Source: an optimization exercise on an open RTL-to-GDS flow (aim: small area). Production flows keep margins and buffers that such runs may drop. In this exercise RTL edits were held to simulation tests only and were not proved equivalent to the original.

## flow/design.v (module list and top-level ports; edited modules follow where they fit)
// module system_top: 1868 lines
// module fa_cell: 4 lines
// module ha_cell: 4 lines
module system_top (
    input  wire               clk,
    input  wire               rst_n,
    input  wire signed [15:0] data_in,
    output wire signed [3:0]  sdm_out
);
  // ...
==> flow/run.sh <==
#!/bin/bash
# synth_recipe.tcl (not shown) runs the flow's synth.tcl, then flattens the netlist and writes it again
# the make line also repeats each setting of config.mk as NAME=value (left out here)
make -C /OpenROAD-flow-scripts/flow DESIGN_CONFIG=/design/flow/config.mk WORK_HOME=/design/flow/orfs CLKGATE_MAP_FILE= SYNTH_SCRIPT=/design/flow/synth_recipe.tcl finish
==> flow/config.mk <==
export PLATFORM = sky130hd
export DESIGN_NAME = system_top
export DESIGN_NICKNAME = system_top
export VERILOG_FILES = /design/flow/design.v
export SDC_FILE = /design/flow/constraint.sdc
export NUM_CORES = 4
export LEC_CHECK = 0
export ABC_AREA = 1
export CAP_MARGIN = 20
export CORE_MARGIN = 2
export CORE_UTILIZATION = 40
export CTS_BUF_LIST = sky130_fd_sc_hd__clkbuf_16
export CTS_CLUSTER_DIAMETER = 100
export CTS_CLUSTER_SIZE = 24
export PLACE_DENSITY = 0.6
export SLEW_MARGIN = 20
export SYNTH_HIERARCHICAL = 1
==> flow/constraint.sdc <==
create_clock -name core_clock -period 20.0 [get_ports {clk}]
set_input_delay 4.0000 -clock core_clock [delete_from_list [all_inputs] [get_ports {clk}]]
set_output_delay 4.0000 -clock core_clock [all_outputs]
set_load 0.01 [all_outputs]
==> results.rst, run 1 <==
.. list-table::
   :header-rows: 1

   * - Metric
     - Value
   * - Met3 Resource Use GR
     - 2.82%
   * - Count of non-filler cells in the finished layout
     - 5142
   * - Most frequent standard cell in the layout excluding fill and tap cells
     - sky130_fd_sc_hd__dfxtp_1
   * - Clock buffers
     - 58
   * - Layout area overhead
     - 7.10%
   * - Met1 track utilization from global routing
     - 22.5%
   * - Outcome
     - no timing/DRC/antenna violations
   * - Wire length per cell
     - 17.0 um
   * - Inverters
     - 274
   * - Wire length on met1
     - 40400 um
   * - Insertion delay to the later sink of the worst-skew pair
     - 690 ps
   * - Stage delay of the slowest cell on the critical path
     - 760 ps
   * - Cell taking the most area after synthesis
     - sky130_fd_sc_hd__dfxtp_1
   * - Die width
     - 343 um
   * - Final count of pins violating max slew
     - 0
   * - Clock network share of area
     - 3.31%
   * - Post-CTS Hold Fix Bufs
     - 0
   * - TritonCTS clock tree
     - built
   * - Total number of sequential cells
     - 1178
   * - WHS Path Cells
     - 0
   * - Complex-gate fraction of the synthesized area
     - 2.69%
   * - Number of flops mapped to enable cells by yosys
     - 0
   * - Number of unique standard cell types used by synthesis
     - 56
   * - First-pass GRT wire length
     - 143000 um
   * - Tcrit/Tclk final
     - 85.9%
   * - GR peak layer
     - met2
   * - Nature of the critical path startpoint
     - register
   * - Dominant cells by area after synthesis
     - sky130_fd_sc_hd__dfxtp_1 (45%), sky130_fd_sc_hd__fa_1 (28%), sky130_fd_sc_hd__dfrtp_1 (5.2%), sky130_fd_sc_hd__nand2_1 (3.9%), sky130_fd_sc_hd__nor2_1 (2.3%)
   * - Biggest register
     - r1
   * - Xor and xnor area share after synthesis
     - 0.950%
   * - Most frequently used cell type in the post-synthesis netlist
     - sky130_fd_sc_hd__dfxtp_1
   * - Number of multi-input combinational cells
     - 2062
   * - Registers with the most flip-flops
     - r1 (816), r2 (176)
   * - Cell area after synthesis
     - 46100 sq um
==> run 2: changes to the inputs <==
--- a/flow/design.v
+++ b/flow/design.v
@@ -153,159 +153,295 @@
     wire m_25 = ~(~acc1[25] & ~mac_first);
     wire m_26 = ~(acc1[26] & ~mac_first);
     wire m_27 = ~(~acc1[27] & ~mac_first);
     wire m_28 = ~(acc1[28] & ~mac_first);
     wire m_29 = ~(~acc1[29] & ~mac_first);
     wire m_30 = ~(acc1[30] & ~mac_first);
     wire m_31 = ~(~acc1[31] & ~mac_first);
     wire m_32 = ~((sa[0] & x1[0]) | (sc[0] & x3[0]));
-    wire m_33 = ~((sa[0] & x1[1]) | (sb[0] & x1[0]) | (sc[0] & x3[1]));
-    wire m_34 = ~((sa[0] & x1[2]) | (sb[0] & x1[1]) | (sc[0] & x3[2]));
-    wire m_35 = ~((sa[0] & x1[3]) | (sb[0] & x1[2]) | (sc[0] & x3[3]));
-    wire m_36 = ~((sa[0] & x1[4]) | (sb[0] & x1[3]) | (sc[0] & x3[4]));
-    wire m_37 = ~((sa[0] & x1[5]) | (sb[0] & x1[4]) | (sc[0] & x3[5]));
-    wire m_38 = ~((sa[0] & x1[6]) | (sb[0] & x1[5]) | (sc[0] & x3[6]));
-    wire m_39 = ~((sa[0] & x1[7]) | (sb[0] & x1[6]) | (sc[0] & x3[7]));
-    wire m_40 = ~((sa[0] & x1[8]) | (sb[0] & x1[7]) | (sc[0] & x3[8]));
-    wire m_41 = ~((sa[0] & x1[9]) | (sb[0] & x1[8]) | (sc[0] & x3[9]));
-    wire m_42 = ~((sa[0] & x1[10]) | (sb[0] & x1[9]) | (sc[0] & x3[10]));
-    wire m_43 = ~((sa[0] & x1[11]) | (sb[0] & x1[10]) | (sc[0] & x3[11]));
-    wire m_44 = ~((sa[0] & x1[12]) | (sb[0] & x1[11]) | (sc[0] & x3[12]));
-    wire m_45 = ~((sa[0] & x1[13]) | (sb[0] & x1[12]) | (sc[0] & x3[13]));
-    wire m_46 = ~((sa[0] & x1[14]) | (sb[0] & x1[13]) | (sc[0] & x3[14]));
-    wire m_47 = ~((sa[0] & x1[15]) | (sb[0] & x1[14]) | (sc[0] & x3[15]));
-    wire m_48 = ~((sa[0] & x1[15]) | (sb[0] & x1[15]) | (sc[0] & x3[16]));
-    wire m_49 = ~((sa[0] & x1[15]) | (sb[0] & x1[15]) | (sc[0] & x3[17]));
+    wire m_33;
+    pp_cell m_33_u (.sa(sa[0]), .sb(sb[0]), .sc(sc[0]), .x1(x1[1]), .x2(x1[0]), .x3(x3[1]), .y(m_33));
+    wire m_34;
+    pp_cell m_34_u (.sa(sa[0]), .sb(sb[0]), .sc(sc[0]), .x1(x1[2]), .x2(x1[1]), .x3(x3[2]), .y(m_34));
+    wire m_35;
+    pp_cell m_35_u (.sa(sa[0]), .sb(sb[0]), .sc(sc[0]), .x1(x1[3]), .x2(x1[2]), .x3(x3[3]), .y(m_35));
+    wire m_36;
+    pp_cell m_36_u (.sa(sa[0]), .sb(sb[0]), .sc(sc[0]), .x1(x1[4]), .x2(x1[3]), .x3(x3[4]), .y(m_36));
+    wire m_37;
+    pp_cell m_37_u (.sa(sa[0]), .sb(sb[0]), .sc(sc[0]), .x1(x1[5]), .x2(x1[4]), .x3(x3[5]), .y(m_37));
+    wire m_38;
+    pp_cell m_38_u (.sa(sa[0]), .sb(sb[0]), .sc(sc[0]), .x1(x1[6]), .x2(x1[5]), .x3(x3[6]), .y(m_38));
+    wire m_39;
+    pp_cell m_39_u (.sa(sa[0]), .sb(sb[0]), .sc(sc[0]), .x1(x1[7]), .x2(x1[6]), .x3(x3[7]), .y(m_39));
+    wire m_40;
+    pp_cell m_40_u (.sa(sa[0]), .sb(sb[0]), .sc(sc[0]), .x1(x1[8]), .x2(x1[7]), .x3(x3[8]), .y(m_40));
+    wire m_41;
+    pp_cell m_41_u (.sa(sa[0]), .sb(sb[0]), .sc(sc[0]), .x1(x1[9]), .x2(x1[8]), .x3(x3[9]), .y(m_41));
+    wire m_42;
+    pp_cell m_42_u (.sa(sa[0]), .sb(sb[0]), .sc(sc[0]), .x1(x1[10]), .x2(x1[9]), .x3(x3[10]), .y(m_42));
+    wire m_43;
+    pp_cell m_43_u (.sa(sa[0]), .sb(sb[0]), .sc(sc[0]), .x1(x1[11]), .x2(x1[10]), .x3(x3[11]), .y(m_43));
+    wire m_44;
+    pp_cell m_44_u (.sa(sa[0]), .sb(sb[0]), .sc(sc[0]), .x1(x1[12]), .x2(x1[11]), .x3(x3[12]), .y(m_44));
+    wire m_45;
+    pp_cell m_45_u (.sa(sa[0]), .sb(sb[0]), .sc(sc[0]), .x1(x1[13]), .x2(x1[12]), .x3(x3[13]), .y(m_45));
+    wire m_46;
+    pp_cell m_46_u (.sa(sa[0]), .sb(sb[0]), .sc(sc[0]), .x1(x1[14]), .x2(x1[13]), .x3(x3[14]), .y(m_46));
+    wire m_47;
+    pp_cell m_47_u (.sa(sa[0]), .sb(sb[0]), .sc(sc[0]), .x1(x1[15]), .x2(x1[14]), .x3(x3[15]), .y(m_47));
+    wire m_48;
+    pp_cell m_48_u (.sa(sa[0]), .sb(sb[0]), .sc(sc[0]), .x1(x1[15]), .x2(x1[15]), .x3(x3[16]), .y(m_48));
+    wire m_49;
+    pp_cell m_49_u (.sa(sa[0]), .sb(sb[0]), .sc(sc[0]), .x1(x1[15]), .x2(x1[15]), .x3(x3[17]), .y(m_49));
     wire m_50 = ~((sa[1] & x1[0]) | (sc[1] & x3[0]));
-    wire m_51 = ~((sa[1] & x1[1]) | (sb[1] & x1[0]) | (sc[1] & x3[1]));
-    wire m_52 = ~((sa[1] & x1[2]) | (sb[1] & x1[1]) | (sc[1] & x3[2]));
-    wire m_53 = ~((sa[1] & x1[3]) | (sb[1] & x1[2]) | (sc[1] & x3[3]));
-    wire m_54 = ~((sa[1] & x1[4]) | (sb[1] & x1[3]) | (sc[1] & x3[4]));
-    wire m_55 = ~((sa[1] & x1[5]) | (sb[1] & x1[4]) | (sc[1] & x3[5]));
-    wire m_56 = ~((sa[1] & x1[6]) | (sb[1] & x1[5]) | (sc[1] & x3[6]));
-    wire m_57 = ~((sa[1] & x1[7]) | (sb[1] & x1[6]) | (sc[1] & x3[7]));
-    wire m_58 = ~((sa[1] & x1[8]) | (sb[1] & x1[7]) | (sc[1] & x3[8]));
-    wire m_59 = ~((sa[1] & x1[9]) | (sb[1] & x1[8]) | (sc[1] & x3[9]));
-    wire m_60 = ~((sa[1] & x1[10]) | (sb[1] & x1[9]) | (sc[1] & x3[10]));
-    wire m_61 = ~((sa[1] & x1[11]) | (sb[1] & x1[10]) | (sc[1] & x3[11]));
-    wire m_62 = ~((sa[1] & x1[12]) | (sb[1] & x1[11]) | (sc[1] & x3[12]));
-    wire m_63 = ~((sa[1] & x1[13]) | (sb[1] & x1[12]) | (sc[1] & x3[13]));
-    wire m_64 = ~((sa[1] & x1[14]) | (sb[1] & x1[13]) | (sc[1] & x3[14]));
-    wire m_65 = ~((sa[1] & x1[15]) | (sb[1] & x1[14]) | (sc[1] & x3[15]));
-    wire m_66 = ~((sa[1] & x1[15]) | (sb[1] & x1[15]) | (sc[1] & x3[16]));
-    wire m_67 = ~((sa[1] & x1[15]) | (sb[1] & x1[15]) | (sc[1] & x3[17]));
+    wire m_51;
+    pp_cell m_51_u (.sa(sa[1]), .sb(sb[1]), .sc(sc[1]), .x1(x1[1]), .x2(x1[0]), .x3(x3[1]), .y(m_51));
+    wire m_52;
+    pp_cell m_52_u (.sa(sa[1]), .sb(sb[1]), .sc(sc[1]), .x1(x1[2]), .x2(x1[1]), .x3(x3[2]), .y(m_52));
+    wire m_53;
+    pp_cell m_53_u (.sa(sa[1]), .sb(sb[1]), .sc(sc[1]), .x1(x1[3]), .x2(x1[2]), .x3(x3[3]), .y(m_53));
+    wire m_54;
+    pp_cell m_54_u (.sa(sa[1]), .sb(sb[1]), .sc(sc[1]), .x1(x1[4]), .x2(x1[3]), .x3(x3[4]), .y(m_54));
+    wire m_55;
+    pp_cell m_55_u (.sa(sa[1]), .sb(sb[1]), .sc(sc[1]), .x1(x1[5]), .x2(x1[4]), .x3(x3[5]), .y(m_55));
+    wire m_56;
+    pp_cell m_56_u (.sa(sa[1]), .sb(sb[1]), .sc(sc[1]), .x1(x1[6]), .x2(x1[5]), .x3(x3[6]), .y(m_56));
+    wire m_57;
+    pp_cell m_57_u (.sa(sa[1]), .sb(sb[1]), .sc(sc[1]), .x1(x1[7]), .x2(x1[6]), .x3(x3[7]), .y(m_57));
+    wire m_58;
+    pp_cell m_58_u (.sa(sa[1]), .sb(sb[1]), .sc(sc[1]), .x1(x1[8]), .x2(x1[7]), .x3(x3[8]), .y(m_58));
+    wire m_59;
+    pp_cell m_59_u (.sa(sa[1]), .sb(sb[1]), .sc(sc[1]), .x1(x1[9]), .x2(x1[8]), .x3(x3[9]), .y(m_59));
+    wire m_60;
+    pp_cell m_60_u (.sa(sa[1]), .sb(sb[1]), .sc(sc[1]), .x1(x1[10]), .x2(x1[9]), .x3(x3[10]), .y(m_60));
+    wire m_61;
+    pp_cell m_61_u (.sa(sa[1]), .sb(sb[1]), .sc(sc[1]), .x1(x1[11]), .x2(x1[10]), .x3(x3[11]), .y(m_61));
+    wire m_62;
+    pp_cell m_62_u (.sa(sa[1]), .sb(sb[1]), .sc(sc[1]), .x1(x1[12]), .x2(x1[11]), .x3(x3[12]), .y(m_62));
+    wire m_63;
+    pp_cell m_63_u (.sa(sa[1]), .sb(sb[1]), .sc(sc[1]), .x1(x1[13]), .x2(x1[12]), .x3(x3[13]), .y(m_63));
+    wire m_64;
+    pp_cell m_64_u (.sa(sa[1]), .sb(sb[1]), .sc(sc[1]), .x1(x1[14]), .x2(x1[13]), .x3(x3[14]), .y(m_64));
+    wire m_65;
+    pp_cell m_65_u (.sa(sa[1]), .sb(sb[1]), .sc(sc[1]), .x1(x1[15]), .x2(x1[14]), .x3(x3[15]), .y(m_65));
+    wire m_66;
+    pp_cell m_66_u (.sa(sa[1]), .sb(sb[1]), .sc(sc[1]), .x1(x1[15]), .x2(x1[15]), .x3(x3[16]), .y(m_66));
+    wire m_67;
+    pp_cell m_67_u (.sa(sa[1]), .sb(sb[1]), .sc(sc[1]), .x1(x1[15]), .x2(x1[15]), .x3(x3[17]), .y(m_67));
     wire m_68 = ~((sa[2] & x1[0]) | (sc[2] & x3[0]));
-    wire m_69 = ~((sa[2] & x1[1]) | (sb[2] & x1[0]) | (sc[2] & x3[1]));
-    wire m_70 = ~((sa[2] & x1[2]) | (sb[2] & x1[1]) | (sc[2] & x3[2]));
-    wire m_71 = ~((sa[2] & x1[3]) | (sb[2] & x1[2]) | (sc[2] & x3[3]));
-    wire m_72 = ~((sa[2] & x1[4]) | (sb[2] & x1[3]) | (sc[2] & x3[4]));
-    wire m_73 = ~((sa[2] & x1[5]) | (sb[2] & x1[4]) | (sc[2] & x3[5]));
-    wire m_74 = ~((sa[2] & x1[6]) | (sb[2] & x1[5]) | (sc[2] & x3[6]));
-    wire m_75 = ~((sa[2] & x1[7]) | (sb[2] & x1[6]) | (sc[2] & x3[7]));
-    wire m_76 = ~((sa[2] & x1[8]) | (sb[2] & x1[7]) | (sc[2] & x3[8]));
-    wire m_77 = ~((sa[2] & x1[9]) | (sb[2] & x1[8]) | (sc[2] & x3[9]));
-    wire m_78 = ~((sa[2] & x1[10]) | (sb[2] & x1[9]) | (sc[2] & x3[10]));
-    wire m_79 = ~((sa[2] & x1[11]) | (sb[2] & x1[10]) | (sc[2] & x3[11]));
-    wire m_80 = ~((sa[2] & x1[12]) | (sb[2] & x1[11]) | (sc[2] & x3[12]));
-    wire m_81 = ~((sa[2] & x1[13]) | (sb[2] & x1[12]) | (sc[2] & x3[13]));
-    wire m_82 = ~((sa[2] & x1[14]) | (sb[2] & x1[13]) | (sc[2] & x3[14]));
-    wire m_83 = ~((sa[2] & x1[15]) | (sb[2] & x1[14]) | (sc[2] & x3[15]));
-    wire m_84 = ~((sa[2] & x1[15]) | (sb[2] & x1[15]) | (sc[2] & x3[16]));
-    wire m_85 = ~((sa[2] & x1[15]) | (sb[2] & x1[15]) | (sc[2] & x3[17]));
+    wire m_69;
+    pp_cell m_69_u (.sa(sa[2]), .sb(sb[2]), .sc(sc[2]), .x1(x1[1]), .x2(x1[0]), .x3(x3[1]), .y(m_69));
+    wire m_70;
+    pp_cell m_70_u (.sa(sa[2]), .sb(sb[2]), .sc(sc[2]), .x1(x1[2]), .x2(x1[1]), .x3(x3[2]), .y(m_70));
+    wire m_71;
+    pp_cell m_71_u (.sa(sa[2]), .sb(sb[2]), .sc(sc[2]), .x1(x1[3]), .x2(x1[2]), .x3(x3[3]), .y(m_71));
+    wire m_72;
+    pp_cell m_72_u (.sa(sa[2]), .sb(sb[2]), .sc(sc[2]), .x1(x1[4]), .x2(x1[3]), .x3(x3[4]), .y(m_72));
+    wire m_73;
+    pp_cell m_73_u (.sa(sa[2]), .sb(sb[2]), .sc(sc[2]), .x1(x1[5]), .x2(x1[4]), .x3(x3[5]), .y(m_73));
+    wire m_74;
+    pp_cell m_74_u (.sa(sa[2]), .sb(sb[2]), .sc(sc[2]), .x1(x1[6]), .x2(x1[5]), .x3(x3[6]), .y(m_74));
+    wire m_75;
+    pp_cell m_75_u (.sa(sa[2]), .sb(sb[2]), .sc(sc[2]), .x1(x1[7]), .x2(x1[6]), .x3(x3[7]), .y(m_75));
+    wire m_76;
+    pp_cell m_76_u (.sa(sa[2]), .sb(sb[2]), .sc(sc[2]), .x1(x1[8]), .x2(x1[7]), .x3(x3[8]), .y(m_76));
+    wire m_77;
+    pp_cell m_77_u (.sa(sa[2]), .sb(sb[2]), .sc(sc[2]), .x1(x1[9]), .x2(x1[8]), .x3(x3[9]), .y(m_77));
+    wire m_78;
+    pp_cell m_78_u (.sa(sa[2]), .sb(sb[2]), .sc(sc[2]), .x1(x1[10]), .x2(x1[9]), .x3(x3[10]), .y(m_78));
+    wire m_79;
+    pp_cell m_79_u (.sa(sa[2]), .sb(sb[2]), .sc(sc[2]), .x1(x1[11]), .x2(x1[10]), .x3(x3[11]), .y(m_79));
+    wire m_80;
+    pp_cell m_80_u (.sa(sa[2]), .sb(sb[2]), .sc(sc[2]), .x1(x1[12]), .x2(x1[11]), .x3(x3[12]), .y(m_80));
+    wire m_81;
+    pp_cell m_81_u (.sa(sa[2]), .sb(sb[2]), .sc(sc[2]), .x1(x1[13]), .x2(x1[12]), .x3(x3[13]), .y(m_81));
+    wire m_82;
+    pp_cell m_82_u (.sa(sa[2]), .sb(sb[2]), .sc(sc[2]), .x1(x1[14]), .x2(x1[13]), .x3(x3[14]), .y(m_82));
+    wire m_83;
+    pp_cell m_83_u (.sa(sa[2]), .sb(sb[2]), .sc(sc[2]), .x1(x1[15]), .x2(x1[14]), .x3(x3[15]), .y(m_83));
+    wire m_84;
+    pp_cell m_84_u (.sa(sa[2]), .sb(sb[2]), .sc(sc[2]), .x1(x1[15]), .x2(x1[15]), .x3(x3[16]), .y(m_84));
+    wire m_85;
+    pp_cell m_85_u (.sa(sa[2]), .sb(sb[2]), .sc(sc[2]), .x1(x1[15]), .x2(x1[15]), .x3(x3[17]), .y(m_85));
     wire m_86 = ~((sa[3] & x1[0]) | (sc[3] & x3[0]));
-    wire m_87 = ~((sa[3] & x1[1]) | (sb[3] & x1[0]) | (sc[3] & x3[1]));
-    wire m_88 = ~((sa[3] & x1[2]) | (sb[3] & x1[1]) | (sc[3] & x3[2]));
-    wire m_89 = ~((sa[3] & x1[3]) | (sb[3] & x1[2]) | (sc[3] & x3[3]));
-    wire m_90 = ~((sa[3] & x1[4]) | (sb[3] & x1[3]) | (sc[3] & x3[4]));
-    wire m_91 = ~((sa[3] & x1[5]) | (sb[3] & x1[4]) | (sc[3] & x3[5]));
-    wire m_92 = ~((sa[3] & x1[6]) | (sb[3] & x1[5]) | (sc[3] & x3[6]));
-    wire m_93 = ~((sa[3] & x1[7]) | (sb[3] & x1[6]) | (sc[3] & x3[7]));
-    wire m_94 = ~((sa[3] & x1[8]) | (sb[3] & x1[7]) | (sc[3] & x3[8]));
-    wire m_95 = ~((sa[3] & x1[9]) | (sb[3] & x1[8]) | (sc[3] & x3[9]));
-    wire m_96 = ~((sa[3] & x1[10]) | (sb[3] & x1[9]) | (sc[3] & x3[10]));
-    wire m_97 = ~((sa[3] & x1[11]) | (sb[3] & x1[10]) | (sc[3] & x3[11]));
-    wire m_98 = ~((sa[3] & x1[12]) | (sb[3] & x1[11]) | (sc[3] & x3[12]));
-    wire m_99 = ~((sa[3] & x1[13]) | (sb[3] & x1[12]) | (sc[3] & x3[13]));
-    wire m_100 = ~((sa[3] & x1[14]) | (sb[3] & x1[13]) | (sc[3] & x3[14]));
-    wire m_101 = ~((sa[3] & x1[15]) | (sb[3] & x1[14]) | (sc[3] & x3[15]));
-    wire m_102 = ~((sa[3] & x1[15]) | (sb[3] & x1[15]) | (sc[3] & x3[16]));
-    wire m_103 = ~((sa[3] & x1[15]) | (sb[3] & x1[15]) | (sc[3] & x3[17]));
+    wire m_87;
+    pp_cell m_87_u (.sa(sa[3]), .sb(sb[3]), .sc(sc[3]), .x1(x1[1]), .x2(x1[0]), .x3(x3[1]), .y(m_87));
+    wire m_88;
+    pp_cell m_88_u (.sa(sa[3]), .sb(sb[3]), .sc(sc[3]), .x1(x1[2]), .x2(x1[1]), .x3(x3[2]), .y(m_88));
+    wire m_89;
+    pp_cell m_89_u (.sa(sa[3]), .sb(sb[3]), .sc(sc[3]), .x1(x1[3]), .x2(x1[2]), .x3(x3[3]), .y(m_89));
+    wire m_90;
+    pp_cell m_90_u (.sa(sa[3]), .sb(sb[3]), .sc(sc[3]), .x1(x1[4]), .x2(x1[3]), .x3(x3[4]), .y(m_90));
+    wire m_91;
+    pp_cell m_91_u (.sa(sa[3]), .sb(sb[3]), .sc(sc[3]), .x1(x1[5]), .x2(x1[4]), .x3(x3[5]), .y(m_91));
+    wire m_92;
+    pp_cell m_92_u (.sa(sa[3]), .sb(sb[3]), .sc(sc[3]), .x1(x1[6]), .x2(x1[5]), .x3(x3[6]), .y(m_92));
+    wire m_93;
+    pp_cell m_93_u (.sa(sa[3]), .sb(sb[3]), .sc(sc[3]), .x1(x1[7]), .x2(x1[6]), .x3(x3[7]), .y(m_93));
+    wire m_94;
+    pp_cell m_94_u (.sa(sa[3]), .sb(sb[3]), .sc(sc[3]), .x1(x1[8]), .x2(x1[7]), .x3(x3[8]), .y(m_94));
+    wire m_95;
+    pp_cell m_95_u (.sa(sa[3]), .sb(sb[3]), .sc(sc[3]), .x1(x1[9]), .x2(x1[8]), .x3(x3[9]), .y(m_95));
+    wire m_96;
+    pp_cell m_96_u (.sa(sa[3]), .sb(sb[3]), .sc(sc[3]), .x1(x1[10]), .x2(x1[9]), .x3(x3[10]), .y(m_96));
+    wire m_97;
+    pp_cell m_97_u (.sa(sa[3]), .sb(sb[3]), .sc(sc[3]), .x1(x1[11]), .x2(x1[10]), .x3(x3[11]), .y(m_97));
+    wire m_98;
+    pp_cell m_98_u (.sa(sa[3]), .sb(sb[3]), .sc(sc[3]), .x1(x1[12]), .x2(x1[11]), .x3(x3[12]), .y(m_98));
+    wire m_99;
+    pp_cell m_99_u (.sa(sa[3]), .sb(sb[3]), .sc(sc[3]), .x1(x1[13]), .x2(x1[12]), .x3(x3[13]), .y(m_99));
+    wire m_100;
+    pp_cell m_100_u (.sa(sa[3]), .sb(sb[3]), .sc(sc[3]), .x1(x1[14]), .x2(x1[13]), .x3(x3[14]), .y(m_100));
+    wire m_101;
+    pp_cell m_101_u (.sa(sa[3]), .sb(sb[3]), .sc(sc[3]), .x1(x1[15]), .x2(x1[14]), .x3(x3[15]), .y(m_101));
+    wire m_102;
+    pp_cell m_102_u (.sa(sa[3]), .sb(sb[3]), .sc(sc[3]), .x1(x1[15]), .x2(x1[15]), .x3(x3[16]), .y(m_102));
+    wire m_103;
+    pp_cell m_103_u (.sa(sa[3]), .sb(sb[3]), .sc(sc[3]), .x1(x1[15]), .x2(x1[15]), .x3(x3[17]), .y(m_103));
     wire m_104 = ~((sa[4] & x1[0]) | (sc[4] & x3[0]));
-    wire m_105 = ~((sa[4] & x1[1]) | (sb[4] & x1[0]) | (sc[4] & x3[1]));
-    wire m_106 = ~((sa[4] & x1[2]) | (sb[4] & x1[1]) | (sc[4] & x3[2]));
-    wire m_107 = ~((sa[4] & x1[3]) | (sb[4] & x1[2]) | (sc[4] & x3[3]));
-    wire m_108 = ~((sa[4] & x1[4]) | (sb[4] & x1[3]) | (sc[4] & x3[4]));
-    wire m_109 = ~((sa[4] & x1[5]) | (sb[4] & x1[4]) | (sc[4] & x3[5]));
-    wire m_110 = ~((sa[4] & x1[6]) | (sb[4] & x1[5]) | (sc[4] & x3[6]));
-    wire m_111 = ~((sa[4] & x1[7]) | (sb[4] & x1[6]) | (sc[4] & x3[7]));
-    wire m_112 = ~((sa[4] & x1[8]) | (sb[4] & x1[7]) | (sc[4] & x3[8]));
-    wire m_113 = ~((sa[4] & x1[9]) | (sb[4] & x1[8]) | (sc[4] & x3[9]));
-    wire m_114 = ~((sa[4] & x1[10]) | (sb[4] & x1[9]) | (sc[4] & x3[10]));
-    wire m_115 = ~((sa[4] & x1[11]) | (sb[4] & x1[10]) | (sc[4] & x3[11]));
-    wire m_116 = ~((sa[4] & x1[12]) | (sb[4] & x1[11]) | (sc[4] & x3[12]));
-    wire m_117 = ~((sa[4] & x1[13]) | (sb[4] & x1[12]) | (sc[4] & x3[13]));
-    wire m_118 = ~((sa[4] & x1[14]) | (sb[4] & x1[13]) | (sc[4] & x3[14]));
-    wire m_119 = ~((sa[4] & x1[15]) | (sb[4] & x1[14]) | (sc[4] & x3[15]));
-    wire m_120 = ~((sa[4] & x1[15]) | (sb[4] & x1[15]) | (sc[4] & x3[16]));
-    wire m_121 = ~((sa[4] & x1[15]) | (sb[4] & x1[15]) | (sc[4] & x3[17]));
+    wire m_105;
+    pp_cell m_105_u (.sa(sa[4]), .sb(sb[4]), .sc(sc[4]), .x1(x1[1]), .x2(x1[0]), .x3(x3[1]), .y(m_105));
+    wire m_106;
+    pp_cell m_106_u (.sa(sa[4]), .sb(sb[4]), .sc(sc[4]), .x1(x1[2]), .x2(x1[1]), .x3(x3[2]), .y(m_106));
+    wire m_107;
+    pp_cell m_107_u (.sa(sa[4]), .sb(sb[4]), .sc(sc[4]), .x1(x1[3]), .x2(x1[2]), .x3(x3[3]), .y(m_107));
+    wire m_108;
+    pp_cell m_108_u (.sa(sa[4]), .sb(sb[4]), .sc(sc[4]), .x1(x1[4]), .x2(x1[3]), .x3(x3[4]), .y(m_108));
+    wire m_109;
+    pp_cell m_109_u (.sa(sa[4]), .sb(sb[4]), .sc(sc[4]), .x1(x1[5]), .x2(x1[4]), .x3(x3[5]), .y(m_109));
+    wire m_110;
+    pp_cell m_110_u (.sa(sa[4]), .sb(sb[4]), .sc(sc[4]), .x1(x1[6]), .x2(x1[5]), .x3(x3[6]), .y(m_110));
+    wire m_111;
+    pp_cell m_111_u (.sa(sa[4]), .sb(sb[4]), .sc(sc[4]), .x1(x1[7]), .x2(x1[6]), .x3(x3[7]), .y(m_111));
+    wire m_112;
+    pp_cell m_112_u (.sa(sa[4]), .sb(sb[4]), .sc(sc[4]), .x1(x1[8]), .x2(x1[7]), .x3(x3[8]), .y(m_112));
+    wire m_113;
+    pp_cell m_113_u (.sa(sa[4]), .sb(sb[4]), .sc(sc[4]), .x1(x1[9]), .x2(x1[8]), .x3(x3[9]), .y(m_113));
+    wire m_114;
+    pp_cell m_114_u (.sa(sa[4]), .sb(sb[4]), .sc(sc[4]), .x1(x1[10]), .x2(x1[9]), .x3(x3[10]), .y(m_114));
+    wire m_115;
+    pp_cell m_115_u (.sa(sa[4]), .sb(sb[4]), .sc(sc[4]), .x1(x1[11]), .x2(x1[10]), .x3(x3[11]), .y(m_115));
+    wire m_116;
+    pp_cell m_116_u (.sa(sa[4]), .sb(sb[4]), .sc(sc[4]), .x1(x1[12]), .x2(x1[11]), .x3(x3[12]), .y(m_116));
+    wire m_117;
+    pp_cell m_117_u (.sa(sa[4]), .sb(sb[4]), .sc(sc[4]), .x1(x1[13]), .x2(x1[12]), .x3(x3[13]), .y(m_117));
+    wire m_118;
+    pp_cell m_118_u (.sa(sa[4]), .sb(sb[4]), .sc(sc[4]), .x1(x1[14]), .x2(x1[13]), .x3(x3[14]), .y(m_118));
+    wire m_119;
+    pp_cell m_119_u (.sa(sa[4]), .sb(sb[4]), .sc(sc[4]), .x1(x1[15]), .x2(x1[14]), .x3(x3[15]), .y(m_119));
+    wire m_120;
+    pp_cell m_120_u (.sa(sa[4]), .sb(sb[4]), .sc(sc[4]), .x1(x1[15]), .x2(x1[15]), .x3(x3[16]), .y(m_120));
+    wire m_121;
+    pp_cell m_121_u (.sa(sa[4]), .sb(sb[4]), .sc(sc[4]), .x1(x1[15]), .x2(x1[15]), .x3(x3[17]), .y(m_121));
     wire m_122 = ~((sa[5] & x1[0]) | (sc[5] & x3[0]));
-    wire m_123 = ~((sa[5] & x1[1]) | (sb[5] & x1[0]) | (sc[5] & x3[1]));
-    wire m_124 = ~((sa[5] & x1[2]) | (sb[5] & x1[1]) | (sc[5] & x3[2]));
-    wire m_125 = ~((sa[5] & x1[3]) | (sb[5] & x1[2]) | (sc[5] & x3[3]));
-    wire m_126 = ~((sa[5] & x1[4]) | (sb[5] & x1[3]) | (sc[5] & x3[4]));
-    wire m_127 = ~((sa[5] & x1[5]) | (sb[5] & x1[4]) | (sc[5] & x3[5]));
-    wire m_128 = ~((sa[5] & x1[6]) | (sb[5] & x1[5]) | (sc[5] & x3[6]));
-    wire m_129 = ~((sa[5] & x1[7]) | (sb[5] & x1[6]) | (sc[5] & x3[7]));
-    wire m_130 = ~((sa[5] & x1[8]) | (sb[5] & x1[7]) | (sc[5] & x3[8]));
-    wire m_131 = ~((sa[5] & x1[9]) | (sb[5] & x1[8]) | (sc[5] & x3[9]));
-    wire m_132 = ~((sa[5] & x1[10]) | (sb[5] & x1[9]) | (sc[5] & x3[10]));
-    wire m_133 = ~((sa[5] & x1[11]) | (sb[5] & x1[10]) | (sc[5] & x3[11]));
-    wire m_134 = ~((sa[5] & x1[12]) | (sb[5] & x1[11]) | (sc[5] & x3[12]));
-    wire m_135 = ~((sa[5] & x1[13]) | (sb[5] & x1[12]) | (sc[5] & x3[13]));
-    wire m_136 = ~((sa[5] & x1[14]) | (sb[5] & x1[13]) | (sc[5] & x3[14]));
-    wire m_137 = ~((sa[5] & x1[15]) | (sb[5] & x1[14]) | (sc[5] & x3[15]));
-    wire m_138 = ~((sa[5] & x1[15]) | (sb[5] & x1[15]) | (sc[5] & x3[16]));
-    wire m_139 = ~((sa[5] & x1[15]) | (sb[5] & x1[15]) | (sc[5] & x3[17]));
+    wire m_123;
+    pp_cell m_123_u (.sa(sa[5]), .sb(sb[5]), .sc(sc[5]), .x1(x1[1]), .x2(x1[0]), .x3(x3[1]), .y(m_123));
+    wire m_124;
+    pp_cell m_124_u (.sa(sa[5]), .sb(sb[5]), .sc(sc[5]), .x1(x1[2]), .x2(x1[1]), .x3(x3[2]), .y(m_124));
+    wire m_125;
+    pp_cell m_125_u (.sa(sa[5]), .sb(sb[5]), .sc(sc[5]), .x1(x1[3]), .x2(x1[2]), .x3(x3[3]), .y(m_125));
+    wire m_126;
+    pp_cell m_126_u (.sa(sa[5]), .sb(sb[5]), .sc(sc[5]), .x1(x1[4]), .x2(x1[3]), .x3(x3[4]), .y(m_126));
+    wire m_127;
+    pp_cell m_127_u (.sa(sa[5]), .sb(sb[5]), .sc(sc[5]), .x1(x1[5]), .x2(x1[4]), .x3(x3[5]), .y(m_127));
+    wire m_128;
+    pp_cell m_128_u (.sa(sa[5]), .sb(sb[5]), .sc(sc[5]), .x1(x1[6]), .x2(x1[5]), .x3(x3[6]), .y(m_128));
+    wire m_129;
+    pp_cell m_129_u (.sa(sa[5]), .sb(sb[5]), .sc(sc[5]), .x1(x1[7]), .x2(x1[6]), .x3(x3[7]), .y(m_129));
+    wire m_130;
+    pp_cell m_130_u (.sa(sa[5]), .sb(sb[5]), .sc(sc[5]), .x1(x1[8]), .x2(x1[7]), .x3(x3[8]), .y(m_130));
+    wire m_131;
+    pp_cell m_131_u (.sa(sa[5]), .sb(sb[5]), .sc(sc[5]), .x1(x1[9]), .x2(x1[8]), .x3(x3[9]), .y(m_131));
+    wire m_132;
+    pp_cell m_132_u (.sa(sa[5]), .sb(sb[5]), .sc(sc[5]), .x1(x1[10]), .x2(x1[9]), .x3(x3[10]), .y(m_132));
+    wire m_133;
+    pp_cell m_133_u (.sa(sa[5]), .sb(sb[5]), .sc(sc[5]), .x1(x1[11]), .x2(x1[10]), .x3(x3[11]), .y(m_133));
+    wire m_134;
+    pp_cell m_134_u (.sa(sa[5]), .sb(sb[5]), .sc(sc[5]), .x1(x1[12]), .x2(x1[11]), .x3(x3[12]), .y(m_134));
+    wire m_135;
+    pp_cell m_135_u (.sa(sa[5]), .sb(sb[5]), .sc(sc[5]), .x1(x1[13]), .x2(x1[12]), .x3(x3[13]), .y(m_135));
+    wire m_136;
+    pp_cell m_136_u (.sa(sa[5]), .sb(sb[5]), .sc(sc[5]), .x1(x1[14]), .x2(x1[13]), .x3(x3[14]), .y(m_136));
+    wire m_137;
+    pp_cell m_137_u (.sa(sa[5]), .sb(sb[5]), .sc(sc[5]), .x1(x1[15]), .x2(x1[14]), .x3(x3[15]), .y(m_137));
+    wire m_138;
+    pp_cell m_138_u (.sa(sa[5]), .sb(sb[5]), .sc(sc[5]), .x1(x1[15]), .x2(x1[15]), .x3(x3[16]), .y(m_138));
+    wire m_139;
+    pp_cell m_139_u (.sa(sa[5]), .sb(sb[5]), .sc(sc[5]), .x1(x1[15]), .x2(x1[15]), .x3(x3[17]), .y(m_139));
     wire m_140 = ~((sa[6] & x1[0]) | (sc[6] & x3[0]));
-    wire m_141 = ~((sa[6] & x1[1]) | (sb[6] & x1[0]) | (sc[6] & x3[1]));
-    wire m_142 = ~((sa[6] & x1[2]) | (sb[6] & x1[1]) | (sc[6] & x3[2]));
-    wire m_143 = ~((sa[6] & x1[3]) | (sb[6] & x1[2]) | (sc[6] & x3[3]));
-    wire m_144 = ~((sa[6] & x1[4]) | (sb[6] & x1[3]) | (sc[6] & x3[4]));
-    wire m_145 = ~((sa[6] & x1[5]) | (sb[6] & x1[4]) | (sc[6] & x3[5]));
-    wire m_146 = ~((sa[6] & x1[6]) | (sb[6] & x1[5]) | (sc[6] & x3[6]));
-    wire m_147 = ~((sa[6] & x1[7]) | (sb[6] & x1[6]) | (sc[6] & x3[7]));
-    wire m_148 = ~((sa[6] & x1[8]) | (sb[6] & x1[7]) | (sc[6] & x3[8]));
-    wire m_149 = ~((sa[6] & x1[9]) | (sb[6] & x1[8]) | (sc[6] & x3[9]));
-    wire m_150 = ~((sa[6] & x1[10]) | (sb[6] & x1[9]) | (sc[6] & x3[10]));
-    wire m_151 = ~((sa[6] & x1[11]) | (sb[6] & x1[10]) | (sc[6] & x3[11]));
-    wire m_152 = ~((sa[6] & x1[12]) | (sb[6] & x1[11]) | (sc[6] & x3[12]));
-    wire m_153 = ~((sa[6] & x1[13]) | (sb[6] & x1[12]) | (sc[6] & x3[13]));
-    wire m_154 = ~((sa[6] & x1[14]) | (sb[6] & x1[13]) | (sc[6] & x3[14]));
-    wire m_155 = ~((sa[6] & x1[15]) | (sb[6] & x1[14]) | (sc[6] & x3[15]));
-    wire m_156 = ~((sa[6] & x1[15]) | (sb[6] & x1[15]) | (sc[6] & x3[16]));
-    wire m_157 = ~((sa[6] & x1[15]) | (sb[6] & x1[15]) | (sc[6] & x3[17]));
+    wire m_141;
+    pp_cell m_141_u (.sa(sa[6]), .sb(sb[6]), .sc(sc[6]), .x1(x1[1]), .x2(x1[0]), .x3(x3[1]), .y(m_141));
+    wire m_142;
+    pp_cell m_142_u (.sa(sa[6]), .sb(sb[6]), .sc(sc[6]), .x1(x1[2]), .x2(x1[1]), .x3(x3[2]), .y(m_142));
+    wire m_143;
+    pp_cell m_143_u (.sa(sa[6]), .sb(sb[6]), .sc(sc[6]), .x1(x1[3]), .x2(x1[2]), .x3(x3[3]), .y(m_143));
+    wire m_144;
+    pp_cell m_144_u (.sa(sa[6]), .sb(sb[6]), .sc(sc[6]), .x1(x1[4]), .x2(x1[3]), .x3(x3[4]), .y(m_144));
+    wire m_145;
+    pp_cell m_145_u (.sa(sa[6]), .sb(sb[6]), .sc(sc[6]), .x1(x1[5]), .x2(x1[4]), .x3(x3[5]), .y(m_145));
+    wire m_146;
+    pp_cell m_146_u (.sa(sa[6]), .sb(sb[6]), .sc(sc[6]), .x1(x1[6]), .x2(x1[5]), .x3(x3[6]), .y(m_146));
+    wire m_147;
+    pp_cell m_147_u (.sa(sa[6]), .sb(sb[6]), .sc(sc[6]), .x1(x1[7]), .x2(x1[6]), .x3(x3[7]), .y(m_147));
+    wire m_148;
+    pp_cell m_148_u (.sa(sa[6]), .sb(sb[6]), .sc(sc[6]), .x1(x1[8]), .x2(x1[7]), .x3(x3[8]), .y(m_148));
+    wire m_149;
+    pp_cell m_149_u (.sa(sa[6]), .sb(sb[6]), .sc(sc[6]), .x1(x1[9]), .x2(x1[8]), .x3(x3[9]), .y(m_149));
+    wire m_150;
+    pp_cell m_150_u (.sa(sa[6]), .sb(sb[6]), .sc(sc[6]), .x1(x1[10]), .x2(x1[9]), .x3(x3[10]), .y(m_150));
+    wire m_151;
+    pp_cell m_151_u (.sa(sa[6]), .sb(sb[6]), .sc(sc[6]), .x1(x1[11]), .x2(x1[10]), .x3(x3[11]), .y(m_151));
+    wire m_152;
+    pp_cell m_152_u (.sa(sa[6]), .sb(sb[6]), .sc(sc[6]), .x1(x1[12]), .x2(x1[11]), .x3(x3[12]), .y(m_152));
+    wire m_153;
+    pp_cell m_153_u (.sa(sa[6]), .sb(sb[6]), .sc(sc[6]), .x1(x1[13]), .x2(x1[12]), .x3(x3[13]), .y(m_153));
+    wire m_154;
+    pp_cell m_154_u (.sa(sa[6]), .sb(sb[6]), .sc(sc[6]), .x1(x1[14]), .x2(x1[13]), .x3(x3[14]), .y(m_154));
+    wire m_155;
+    pp_cell m_155_u (.sa(sa[6]), .sb(sb[6]), .sc(sc[6]), .x1(x1[15]), .x2(x1[14]), .x3(x3[15]), .y(m_155));
+    wire m_156;
+    pp_cell m_156_u (.sa(sa[6]), .sb(sb[6]), .sc(sc[6]), .x1(x1[15]), .x2(x1[15]), .x3(x3[16]), .y(m_156));
+    wire m_157;
+    pp_cell m_157_u (.sa(sa[6]), .sb(sb[6]), .sc(sc[6]), .x1(x1[15]), .x2(x1[15]), .x3(x3[17]), .y(m_157));
     wire m_158 = ~((sa[7] & x1[0]) | (sc[7] & x3[0]));
-    wire m_159 = ~((sa[7] & x1[1]) | (sb[7] & x1[0]) | (sc[7] & x3[1]));
-    wire m_160 = ~((sa[7] & x1[2]) | (sb[7] & x1[1]) | (sc[7] & x3[2]));
-    wire m_161 = ~((sa[7] & x1[3]) | (sb[7] & x1[2]) | (sc[7] & x3[3]));
-    wire m_162 = ~((sa[7] & x1[4]) | (sb[7] & x1[3]) | (sc[7] & x3[4]));
-    wire m_163 = ~((sa[7] & x1[5]) | (sb[7] & x1[4]) | (sc[7] & x3[5]));
-    wire m_164 = ~((sa[7] & x1[6]) | (sb[7] & x1[5]) | (sc[7] & x3[6]));
-    wire m_165 = ~((sa[7] & x1[7]) | (sb[7] & x1[6]) | (sc[7] & x3[7]));
-    wire m_166 = ~((sa[7] & x1[8]) | (sb[7] & x1[7]) | (sc[7] & x3[8]));
-    wire m_167 = ~((sa[7] & x1[9]) | (sb[7] & x1[8]) | (sc[7] & x3[9]));
-    wire m_168 = ~((sa[7] & x1[10]) | (sb[7] & x1[9]) | (sc[7] & x3[10]));
-    wire m_169 = ~((sa[7] & x1[11]) | (sb[7] & x1[10]) | (sc[7] & x3[11]));
-    wire m_170 = ~((sa[7] & x1[12]) | (sb[7] & x1[11]) | (sc[7] & x3[12]));
-    wire m_171 = ~((sa[7] & x1[13]) | (sb[7] & x1[12]) | (sc[7] & x3[13]));
-    wire m_172 = ~((sa[7] & x1[14]) | (sb[7] & x1[13]) | (sc[7] & x3[14]));
-    wire m_173 = ~((sa[7] & x1[15]) | (sb[7] & x1[14]) | (sc[7] & x3[15]));
-    wire m_174 = ~((sa[7] & x1[15]) | (sb[7] & x1[15]) | (sc[7] & x3[16]));
-    wire m_175 = ~((sa[7] & x1[15]) | (sb[7] & x1[15]) | (sc[7] & x3[17]));
+    wire m_159;
+    pp_cell m_159_u (.sa(sa[7]), .sb(sb[7]), .sc(sc[7]), .x1(x1[1]), .x2(x1[0]), .x3(x3[1]), .y(m_159));
+    wire m_160;
+    pp_cell m_160_u (.sa(sa[7]), .sb(sb[7]), .sc(sc[7]), .x1(x1[2]), .x2(x1[1]), .x3(x3[2]), .y(m_160));
+    wire m_161;
+    pp_cell m_161_u (.sa(sa[7]), .sb(sb[7]), .sc(sc[7]), .x1(x1[3]), .x2(x1[2]), .x3(x3[3]), .y(m_161));
+    wire m_162;
+    pp_cell m_162_u (.sa(sa[7]), .sb(sb[7]), .sc(sc[7]), .x1(x1[4]), .x2(x1[3]), .x3(x3[4]), .y(m_162));
+    wire m_163;
+    pp_cell m_163_u (.sa(sa[7]), .sb(sb[7]), .sc(sc[7]), .x1(x1[5]), .x2(x1[4]), .x3(x3[5]), .y(m_163));
+    wire m_164;
+    pp_cell m_164_u (.sa(sa[7]), .sb(sb[7]), .sc(sc[7]), .x1(x1[6]), .x2(x1[5]), .x3(x3[6]), .y(m_164));
+    wire m_165;
+    pp_cell m_165_u (.sa(sa[7]), .sb(sb[7]), .sc(sc[7]), .x1(x1[7]), .x2(x1[6]), .x3(x3[7]), .y(m_165));
+    wire m_166;
+    pp_cell m_166_u (.sa(sa[7]), .sb(sb[7]), .sc(sc[7]), .x1(x1[8]), .x2(x1[7]), .x3(x3[8]), .y(m_166));
+    wire m_167;
+    pp_cell m_167_u (.sa(sa[7]), .sb(sb[7]), .sc(sc[7]), .x1(x1[9]), .x2(x1[8]), .x3(x3[9]), .y(m_167));
+    wire m_168;
+    pp_cell m_168_u (.sa(sa[7]), .sb(sb[7]), .sc(sc[7]), .x1(x1[10]), .x2(x1[9]), .x3(x3[10]), .y(m_168));
+    wire m_169;
+    pp_cell m_169_u (.sa(sa[7]), .sb(sb[7]), .sc(sc[7]), .x1(x1[11]), .x2(x1[10]), .x3(x3[11]), .y(m_169));
+    wire m_170;
+    pp_cell m_170_u (.sa(sa[7]), .sb(sb[7]), .sc(sc[7]), .x1(x1[12]), .x2(x1[11]), .x3(x3[12]), .y(m_170));
+    wire m_171;
+    pp_cell m_171_u (.sa(sa[7]), .sb(sb[7]), .sc(sc[7]), .x1(x1[13]), .x2(x1[12]), .x3(x3[13]), .y(m_171));
+    wire m_172;
+    pp_cell m_172_u (.sa(sa[7]), .sb(sb[7]), .sc(sc[7]), .x1(x1[14]), .x2(x1[13]), .x3(x3[14]), .y(m_172));
+    wire m_173;
+    pp_cell m_173_u (.sa(sa[7]), .sb(sb[7]), .sc(sc[7]), .x1(x1[15]), .x2(x1[14]), .x3(x3[15]), .y(m_173));
+    wire m_174;
+    pp_cell m_174_u (.sa(sa[7]), .sb(sb[7]), .sc(sc[7]), .x1(x1[15]), .x2(x1[15]), .x3(x3[16]), .y(m_174));
+    wire m_175;
+    pp_cell m_175_u (.sa(sa[7]), .sb(sb[7]), .sc(sc[7]), .x1(x1[15]), .x2(x1[15]), .x3(x3[17]), .y(m_175));
     wire m_176 = ~(g1[16] & ~x1[0]);
     wire m_177 = ~(g1[16] & ~x1[1]);
     wire m_178 = ~(g1[16] & ~x1[2]);
     wire m_179 = ~(g1[16] & ~x1[3]);
     wire m_180 = ~(g1[16] & ~x1[4]);
     wire m_181 = ~(g1[16] & ~x1[5]);
     wire m_182 = ~(g1[16] & ~x1[6]);
     wire m_183 = ~(g1[16] & ~x1[7]);
@@ -1865,12 +2001,15 @@
             int1 <= int1_n; int2 <= int2_n; int3 <= int3_n;
         end
     end
 endmodule
 module fa_cell (input wire a, input wire b, input wire c, output wire s, output wire co);
     assign s  = a ^ b ^ c;
     assign co = (a & b) | (a & c) | (b & c);
 endmodule
+module pp_cell (input wire sa, input wire sb, input wire sc, input wire x1, input wire x2, input wire x3, output wire y);
+    assign y = ~((sa & x1) | (sb & x2) | (sc & x3));
+endmodule
 module ha_cell (input wire a, input wire b, output wire s, output wire co);
     assign s  = a ^ b;
     assign co = a & b;
 endmodule
==> flow/config.mk (replaced) <==
export PLATFORM = sky130hd
export DESIGN_NAME = system_top
export DESIGN_NICKNAME = system_top
export VERILOG_FILES = /design/flow/design.v
export SDC_FILE = /design/flow/constraint.sdc
export NUM_CORES = 4
export LEC_CHECK = 0
export CAP_MARGIN = 20
export CORE_MARGIN = 2
export CORE_UTILIZATION = 65
export CTS_BUF_LIST = sky130_fd_sc_hd__clkbuf_16
export CTS_CLUSTER_DIAMETER = 100
export CTS_CLUSTER_SIZE = 30
export PLACE_DENSITY = 0.75
export SLEW_MARGIN = 20
export SYNTH_HIERARCHICAL = 1
==> run 2 against run 1 <==
Synthesized cell count fell by 19%; core utilization increased by 26 points; largest cell class unchanged; highest routed layer unchanged.
==> results.rst, run 2 <==
.. list-table::
   :header-rows: 1

   * - Metric
     - Value
   * - Insertion delay to the later sink of the worst-skew pair
     - 670 ps (-20 ps)
   * - Stage delay of the slowest cell on the critical path
     - 880 ps (+120 ps)
   * - Effective utilization at floorplan
     - 65.4%
   * - Number of nets in the final layout
     - 3718
   * - Slew @ Worst Pin
     - 1070 ps
   * - Crit-path most repeated cell
     - sky130_fd_sc_hd__fa_1
   * - Core area
     - 68300 sq um
   * - Relative max-transition margin
     - 28.7%
   * - Setup skew after layout
     - 44.0 ps
   * - Crit Path Class
     - reg -> reg
   * - Total of cells resized after clock tree synthesis
     - 0
   * - IO Port Bufs
     - 21
   * - Number of buffers created by CTS
     - 50
   * - Final hold slack
     - 307 ps
   * - Total GRT Usage
     - 26.9%
   * - Via count
     - 22.6k
   * - Worst R2R End
     - so[15]
   * - Biggest register
     - r1
   * - Most frequently used cell type in the post-synthesis netlist
     - sky130_fd_sc_hd__dfxtp_1
   * - Final HPWL from detailed placement
     - 63000 um
   * - Final hold vios
     - 0
   * - Largest fanout on the critical path
     - 17
   * - Worst path slowest cell
     - sky130_fd_sc_hd__a211oi_2
   * - Post-route cell area
     - 47600 sq um
   * - Crit path DAT
     - 19030 ps
   * - Unrepaired setup endpoints after global routing
     - no
   * - Synth Warn #
     - 8
   * - Wire length per cell
     - 23.4 um (+38%)
   * - Total clock sinks
     - 1178
   * - Final antenna-violating net count
     - 0
   * - Required time of the critical path
     - 20500 ps
   * - Std-Cell Rows
     - 96
   * - Total congestion overflow
     - 0
   * - Area of the die
     - 70800 sq um
   * - Reported max-cap violation count
     - 0
   * - Tcrit/Tclk final
     - 92.7% (+6.8 points)
   * - Initial drt markers
     - 2730
   * - Number of cells on the worst reg-to-reg path
     - 63
   * - WHS Path Cells
     - 0 (unchanged)
   * - Critical path capture point type
     - register
   * - Average cell area after synthesis
     - 15.2 sq um
   * - Part of the Yosys area used for sequential elements
     - 54.4%
   * - Initial antenna violation count
     - 0
   * - Most frequent cells in the layout
     - sky130_fd_sc_hd__dfxtp_1 (1042), sky130_fd_sc_hd__fa_1 (645), sky130_fd_sc_hd__inv_1 (149), sky130_fd_sc_hd__a222oi_1 (136), sky130_fd_sc_hd__nand2_1 (130)
   * - Outcome
     - no timing/DRC/antenna violations
   * - Top cells by instance count after synthesis
     - sky130_fd_sc_hd__dfxtp_1 (1042), sky130_fd_sc_hd__fa_1 (645), sky130_fd_sc_hd__inv_1 (147), sky130_fd_sc_hd__a222oi_1 (136), sky130_fd_sc_hd__nand2_1 (130)
   * - Area share of the largest cell type after synthesis
     - 46.7%
   * - Most frequent standard cell in the layout excluding fill and tap cells
     - sky130_fd_sc_hd__dfxtp_1
   * - Setup TNS after final layout
     - 0 ps
   * - Pin count of the biggest net entering global routing
     - 78
   * - CTS root buf
     - sky130_fd_sc_hd__clkbuf_16
   * - Antenna diodes
     - 0
   * - Worst Hold Path EP
     - r1[519]
   * - Routability cong.
     - 0.911
   * - Die boundary height
     - 266 um
   * - Final critical-path required period
     - 18540 ps
   * - Mean number of vias per cell
     - 5.81
   * - Worst hold start
     - r1[503]
   * - Maximum count of clock buffers along a single path
     - 3
   * - Layout area overhead
     - 6.59%
   * - Primary FF master, synth
     - sky130_fd_sc_hd__dfxtp_1
   * - Number of unique standard cell types used by synthesis
     - 87 (+55%)
   * - Cell count after synthesis
     - 2937
   * - Registers with the most flip-flops
     - r1 (816), r2 (176)
   * - Dominant cells by area after synthesis
     - sky130_fd_sc_hd__dfxtp_1 (47%), sky130_fd_sc_hd__fa_1 (29%), sky130_fd_sc_hd__dfrtp_1 (5.4%), sky130_fd_sc_hd__a222oi_1 (3.0%), sky130_fd_sc_hd__dfstp_2 (2.4%)
   * - Share of final-layout standard cells stronger than drive strength 1
     - 6.96%
   * - I/O Pins
     - 22
   * - Iteration count of the initial detailed-routing pass
     - 13
   * - Number of synthesized register bits
     - 1178
   * - Number of flops mapped to enable cells by yosys
     - 0 (unchanged)
   * - Final count of pins violating max slew
     - 0 (unchanged)
   * - Wire length reported by the detailed router
     - 90900 um
   * - First-pass GRT wire length
     - 145000 um (+1.9%)
   * - Launching point of the worst reg2reg path
     - cnt[4]
   * - Number of DRC violations after detailed routing
     - 0
   * - Nature of the critical path startpoint
     - register
   * - Timing-limited maximum frequency
     - 54.0 MHz
   * - Count of H-tree levels built during CTS
     - 2
   * - Cell area after synthesis
     - 44700 sq um (-3.1%)
   * - Post-CTS setup buffers
     - 0
   * - Post-CTS Hold Fix Bufs
     - 0 (unchanged)
   * - Final setup violation count
     - 0
   * - Post-CTS clock slew at the launch and capture registers of the worst setup and hold paths
     - 100 ps
   * - Tightest Hold Check Type
     - reg -> reg
   * - Worst R2R Setup Slack
     - 1460 ps
   * - Flip-flop count of the largest register, all copies and words added
     - 816
   * - Synth async-reset ratio
     - 11.5%
   * - Placed standard-cell area
     - 46000 sq um
   * - Cell taking the most area after synthesis
     - sky130_fd_sc_hd__dfxtp_1
   * - Die width
     - 266 um (-23%)
   * - TritonCTS clock tree
     - built
   * - Vias in the first global route
     - 25.0k
## run 2: cell count changes after synthesis, sizes merged, moves of 24 or more
cell	change
nand2b	+50
xnor2	+31
inv	-114
and2	+28
a222oi	+136
mux2	+26
nor2	-228
o22ai	-24
xor2	-29
buf	-36
o21ai	-43
nand3	-200
nand2	-368
## run 2: cell type report
class	instances	area (sq um)
Clock buffer	51	1280
Clock inverter	16	280
Fill cell	4358	20700
Inverter	151	567
Multi-Input combinational cell	1543	19500
Sequential cell	1178	24300
Tap cell	882	1100
Timing Repair Buffer	66	549
## run 2: kinds of logic after synthesis
kind of cell,after synthesis,share of synthesized area [%]
DFF,1178,54.4
adders and majority gates,714,30.8
AOI/OAI and AO/OA,393,7.05
and+or+nand+nor,334,3.60
buffers and inverters,219,1.95
xor gates and xnor gates,53,1.07
muxes,45,1.08
other,1,0.00839
## run 2: modules after synthesis (local to each module, per instance)
module	times used	cell area, sq um	cells inside	flip-flops and latches
system_top	1	30200	2144	1178
ha_cell	12	12.5	1	0
pp_cell	136	10.0	1	0
fa_cell	645	20.0	1	0
## run 2: worst max-delay path by stage
| stage | slack [ps] | to | start |
|---|---|---|---|
| detailed placement | 1400 | so[15] | cnt[4] |
| global placement | 1750 | so[15] | cnt[4] |
| global route | 480 | so[15] | cnt[4] |
| floorplan | 2910 | so[15] | cnt[4] |
| finish | 1460 | so[15] | cnt[4] |
| CTS | 1350 | so[15] | cnt[4] |
## run 2: critical path: cells and delay by family (launching register included)
| kind | cells | cell delay [ps] |
|---|---|---|
| AOI/OAI and AO/OA | 10 | 3180 |
| xor gates and xnor gates | 5 | 790 |
| adders and majority gates | 31 | 11570 |
| buffers and inverters | 15 | 1580 |
| DFF | 1 | 690 |
| and+or+nand+nor | 2 | 570 |
## run 2: metal layers
layer / share of wire (%) / track usage (%) / vias up
met2: 48 / 42.9 / 855
li1: - / - / 9868
met4: 2.7 / 6.95 / 0
met1: 43 / 38.9 / 11700
met3: 6.3 / 4.94 / 194
met5: 0 / 0 / -
## run 2: metrics by stage
stage / util (%) / setup slack, ps / instances
after floorplan: - / 2910 / 2940
after global placement: 67.4 / 1750 / 3818
after detailed placement: 67.4 / 1400 / 3819
after CTS: 69.7 / 1350 / 3886
after global routing: 69.7 / 478 / 3887
final: 69.7 / 1460 / 3887
==> run 3: changes to the inputs <==
--- a/flow/config.mk
+++ b/flow/config.mk
@@ -7,10 +7,10 @@
 export LEC_CHECK = 0
 export CAP_MARGIN = 20
 export CORE_MARGIN = 2
-export CORE_UTILIZATION = 65
+export CORE_UTILIZATION = 40
 export CTS_BUF_LIST = sky130_fd_sc_hd__clkbuf_16
 export CTS_CLUSTER_DIAMETER = 100
-export CTS_CLUSTER_SIZE = 30
-export PLACE_DENSITY = 0.75
+export CTS_CLUSTER_SIZE = 24
+export PLACE_DENSITY = 0.6
 export SLEW_MARGIN = 20
 export SYNTH_HIERARCHICAL = 1
==> run 3 against run 2 <==
Flip-flop and latch count is the same; clock-buffer cell count increased by 7; still clean on timing, DRC and antenna; non-clock buffer count stayed put; highest routed layer is now met5; worst hold slack better by 11 ps; sequential share of layout area down 0.95 points; area after synthesis unchanged.
==> results.rst, run 3 <==
.. list-table::
   :header-rows: 1

   * - Metric
     - Value
   * - Outcome
     - no timing/DRC/antenna violations
   * - CTS root buf
     - sky130_fd_sc_hd__clkbuf_16
   * - Met3 Resource Use GR
     - 3.27% (-1.7 points)
   * - Number of synthesized register bits
     - 1178 (unchanged)
   * - Nature of the critical path startpoint
     - register
   * - Most frequently used cell type in the post-synthesis netlist
     - sky130_fd_sc_hd__dfxtp_1
   * - FF+latch area
     - 24300 sq um (unchanged)
   * - Final antenna-violating net count
     - 0 (unchanged)
   * - Setup skew after layout
     - 37.7 ps (-6.32 ps)
   * - Final HPWL from detailed placement
     - 59000 um (-6.4%)
   * - Bufs and invs on worst path
     - 15 (unchanged)
   * - Crit Path Class
     - reg -> reg
   * - Effective utilization at floorplan
     - 40.4% (-25 points)
   * - Share of final-layout standard cells stronger than drive strength 1
     - 7.15% (+0.20 points)
   * - Final hold vios
     - 0 (unchanged)
   * - Final critical-path required period
     - 18500 ps (-36.8 ps)
   * - Final count of pins violating max slew
     - 0 (unchanged)
   * - GR peak layer
     - met2
   * - Largest fanout on the critical path
     - 17 (unchanged)
   * - Filler cell count in the final layout
     - 9900 (+130%)
   * - Final hold slack
     - 318 ps (+11.5 ps)
   * - Total of cells resized after clock tree synthesis
     - 0 (unchanged)
   * - Relative max-transition margin
     - 27.5% (-1.2 points)
   * - Top cells by instance count after synthesis
     - sky130_fd_sc_hd__dfxtp_1 (1042), sky130_fd_sc_hd__fa_1 (645), sky130_fd_sc_hd__inv_1 (147), sky130_fd_sc_hd__a222oi_1 (136), sky130_fd_sc_hd__nand2_1 (130)
   * - Core area
     - 111000 sq um (+62%)
   * - Slew @ Worst Pin
     - 1090 ps (+17.7 ps)
   * - Via count
     - 22.2k (-1.8%)
   * - Part of the Yosys area used for sequential elements
     - 54.4% (unchanged)
   * - Primary FF master, synth
     - sky130_fd_sc_hd__dfxtp_1
   * - Timing-limited maximum frequency
     - 54.1 MHz (+0.20%)
   * - Reported max-cap violation count
     - 0 (unchanged)
   * - Number of unique standard cell types used by synthesis
     - 87 (unchanged)
   * - Maximum count of clock buffers along a single path
     - 3 (unchanged)
   * - Required time of the critical path
     - 20520 ps (+20 ps)
   * - Post-CTS clock slew at the launch and capture registers of the worst setup and hold paths
     - 100 ps (about the same)
   * - Average cell area after synthesis
     - 15.2 sq um (unchanged)
   * - Dominant cells by area after synthesis
     - sky130_fd_sc_hd__dfxtp_1 (47%), sky130_fd_sc_hd__fa_1 (29%), sky130_fd_sc_hd__dfrtp_1 (5.4%), sky130_fd_sc_hd__a222oi_1 (3.0%), sky130_fd_sc_hd__dfstp_2 (2.4%)
   * - Gate family responsible for the most delay along the worst path
     - adder cells
   * - IO Port Bufs
     - 21 (unchanged)
   * - Cell taking the most area after synthesis
     - sky130_fd_sc_hd__dfxtp_1
   * - Area of the die
     - 114000 sq um (+61%)
   * - Synth Warn #
     - 8 (unchanged)
   * - Initial antenna violation count
     - 0 (unchanged)
   * - Die boundary height
     - 338 um (+27%)
   * - Unrepaired setup endpoints after global routing
     - no
   * - Final setup violation count
     - 0 (unchanged)
   * - Setup TNS after final layout
     - 0 ps (unchanged)
   * - Cell count after synthesis
     - 2937 (unchanged)
   * - Number of buffers created by CTS
     - 58 (+16%)
   * - Mean number of vias per cell
     - 4.92 (-15%)
   * - Crit path DAT
     - 19020 ps (about the same)
   * - Wire length per cell
     - 18.4 um (-21%)
   * - Total clock sinks
     - 1178 (unchanged)
   * - TritonCTS clock tree
     - built
   * - Area occupied by multi-input gates
     - 19500 sq um (about the same)
   * - Stage delay of the slowest cell on the critical path
     - 890 ps (about the same)
   * - Worst path slowest cell
     - sky130_fd_sc_hd__a211oi_2
   * - I/O Pins
     - 22 (unchanged)
   * - Std-Cell Rows
     - 122 (+27%)
   * - Critical path capture point type
     - register
   * - Crit-path most repeated cell
     - sky130_fd_sc_hd__fa_1
   * - Total GRT Usage
     - 14.9% (-12 points)
   * - Post-CTS setup buffers
     - 0 (unchanged)
   * - Tcrit/Tclk final
     - 92.5% (-0.18 points)
   * - Core occupancy in the finished layout
     - 43.8% (-26 points)
   * - Die width
     - 338 um (+27%)
   * - Post-CTS Hold Fix Bufs
     - 0 (unchanged)
   * - Pin count of the biggest net entering global routing
     - 72 (-7.7%)
   * - Routing usage on met2
     - 22.5% (-20 points)
   * - Tightest Hold Check Type
     - reg -> reg
   * - Synth async-reset ratio
     - 11.5% (unchanged)
   * - Vias in the first global route
     - 23.5k (-6.0%)
   * - Biggest register
     - r1
   * - Iteration count of the initial detailed-routing pass
     - 13 (unchanged)
   * - First-pass GRT wire length
     - 135000 um (-6.9%)
   * - Flip-flop count of the largest register, all copies and words added
     - 816 (unchanged)
   * - Layout area overhead
     - 8.61%
   * - Total congestion overflow
     - 0 (unchanged)
   * - Number of nets in the final layout
     - 3726 (+0.22%)
   * - Wire length reported by the detailed router
     - 83100 um (-8.6%)
   * - Count of H-tree levels built during CTS
     - 2 (unchanged)
   * - Initial drt markers
     - 2766 (+1.3%)
   * - Most frequent cells in the layout
     - sky130_fd_sc_hd__dfxtp_1 (1042), sky130_fd_sc_hd__fa_1 (645), sky130_fd_sc_hd__inv_1 (156), sky130_fd_sc_hd__a222oi_1 (136), sky130_fd_sc_hd__nand2_1 (130)
   * - Met1 track utilization from global routing
     - 21.7% (-17 points)
   * - Cell area after synthesis
     - 44700 sq um (unchanged)
   * - Number of DRC violations after detailed routing
     - 0 (unchanged)
   * - Insertion delay to the later sink of the worst-skew pair
     - 680 ps (about the same)
   * - Registers with the most flip-flops
     - r1 (816), r2 (176)
   * - Area share of the largest cell type after synthesis
     - 46.7% (unchanged)
   * - Routability cong.
     - 0.902 (-1.0%)
   * - Most frequent standard cell in the layout excluding fill and tap cells
     - sky130_fd_sc_hd__dfxtp_1
   * - Number of flops mapped to enable cells by yosys
     - 0 (unchanged)
run 3: Yosys stat by module (local to each module, per instance):
module	copies in the design	flops+latches
fa_cell	645	0
ha_cell	12	0
system_top	1	1178
pp_cell	136	0
run 3: final timing paths:
check                       start  endpoint  slack, ps  cells after the start
min in group asynchronous   rst_n  int3[12]       3360                      1
max                        cnt[4]    so[15]       1500                     63
max reg2reg                cnt[4]    so[15]       1500                     63
min reg2reg                r1[28]    r1[44]        320                      0
min                        r1[28]    r1[44]        320                      0
max in group asynchronous   rst_n    so[14]      15200                      2
run 3: logic make-up (layout without fill, tap and decap cells):
kind of cell    count (synthesis)  count (layout)  synth area share (%)
buf+inv                       219             298                  1.95
fa+ha+maj                     714             714                  30.8
mux                            45              45                  1.08
simple gates                  334             334                  3.60
other cells                     1               5               0.00839
xor+xnor                       53              53                  1.07
flops                        1178            1178                  54.4
compound gates                393             393                  7.05
run 3: final cells by class:
cell class	instances	area share [%]
antenna	1	0.00516
clock buffer	58	2.99
clock inverter	23	0.477
inverter	151	1.17
multi-input combinational	1543	40.3
sequential	1178	50.1
tap	1488	3.84
timing repair buffer	66	1.13
run 3: layer usage:
layer / routed length, um / vias to the layer above / share of wire [%]
li1: - / 9912 / -
met1: 37600 / 11400 / 45
met2: 36700 / 769 / 44
met3: 6300 / 165 / 7.6
met4: 2490 / 2 / 3.0
met5: 46 / - / 0.055
run 3: through the flow:
step | area, sq um | cells | setup slack [ps]
2_1_floorplan | 44700 | 2940 | 2910
5_1_grt | 48500 | 4507 | 418
3_5_place_dp | 46800 | 4423 | 1490
3_3_place_gp | 46800 | 4423 | 1730
6_report | 48500 | 4508 | 1500
4_1_cts | 48500 | 4504 | 1480
run 3: worst register-to-register path, delay by kind of cell, from the launching register on:
family / cells / cell delay [ps]
AOI/OAI and AO/OA: 10 / 3150
adders and majority gates: 31 / 11650
and+or+nand+nor: 2 / 550
buffers and inverters: 15 / 1530
DFF: 1 / 670
xor gates and xnor gates: 5 / 810

[what the ideal ports hide]
How much do the figures lean on ideal ports? The routed layouts below were timed once more, with nothing changed but the port constraints.
Step 1 (the two cells are an assumption about what drives the block):
set clk [get_ports {clk}]
set_driving_cell -lib_cell sky130_fd_sc_hd__clkbuf_16 $clk
set_driving_cell -lib_cell sky130_fd_sc_hd__buf_2 [delete_from_list [all_inputs] $clk]
Step 2 moves the port delays by t, midway between the first and last clock arrival at a register: inputs arrive t later, outputs are due t later. That takes back most of the time a late clock gives input paths.
a / b / c = ideal / step 1 / step 2; a / b = the first two.
run	shift t [ns]	slack for setup (ns)	pins driven straight from the clock port
run 1	0.734	2.817 / 2.817 / 2.817	1
run 2	0.714	1.464 / 1.464 / 1.464	1
run 3	0.730	1.501 / 1.501 / 1.501	1
After both steps setup and hold are still met in every run listed.
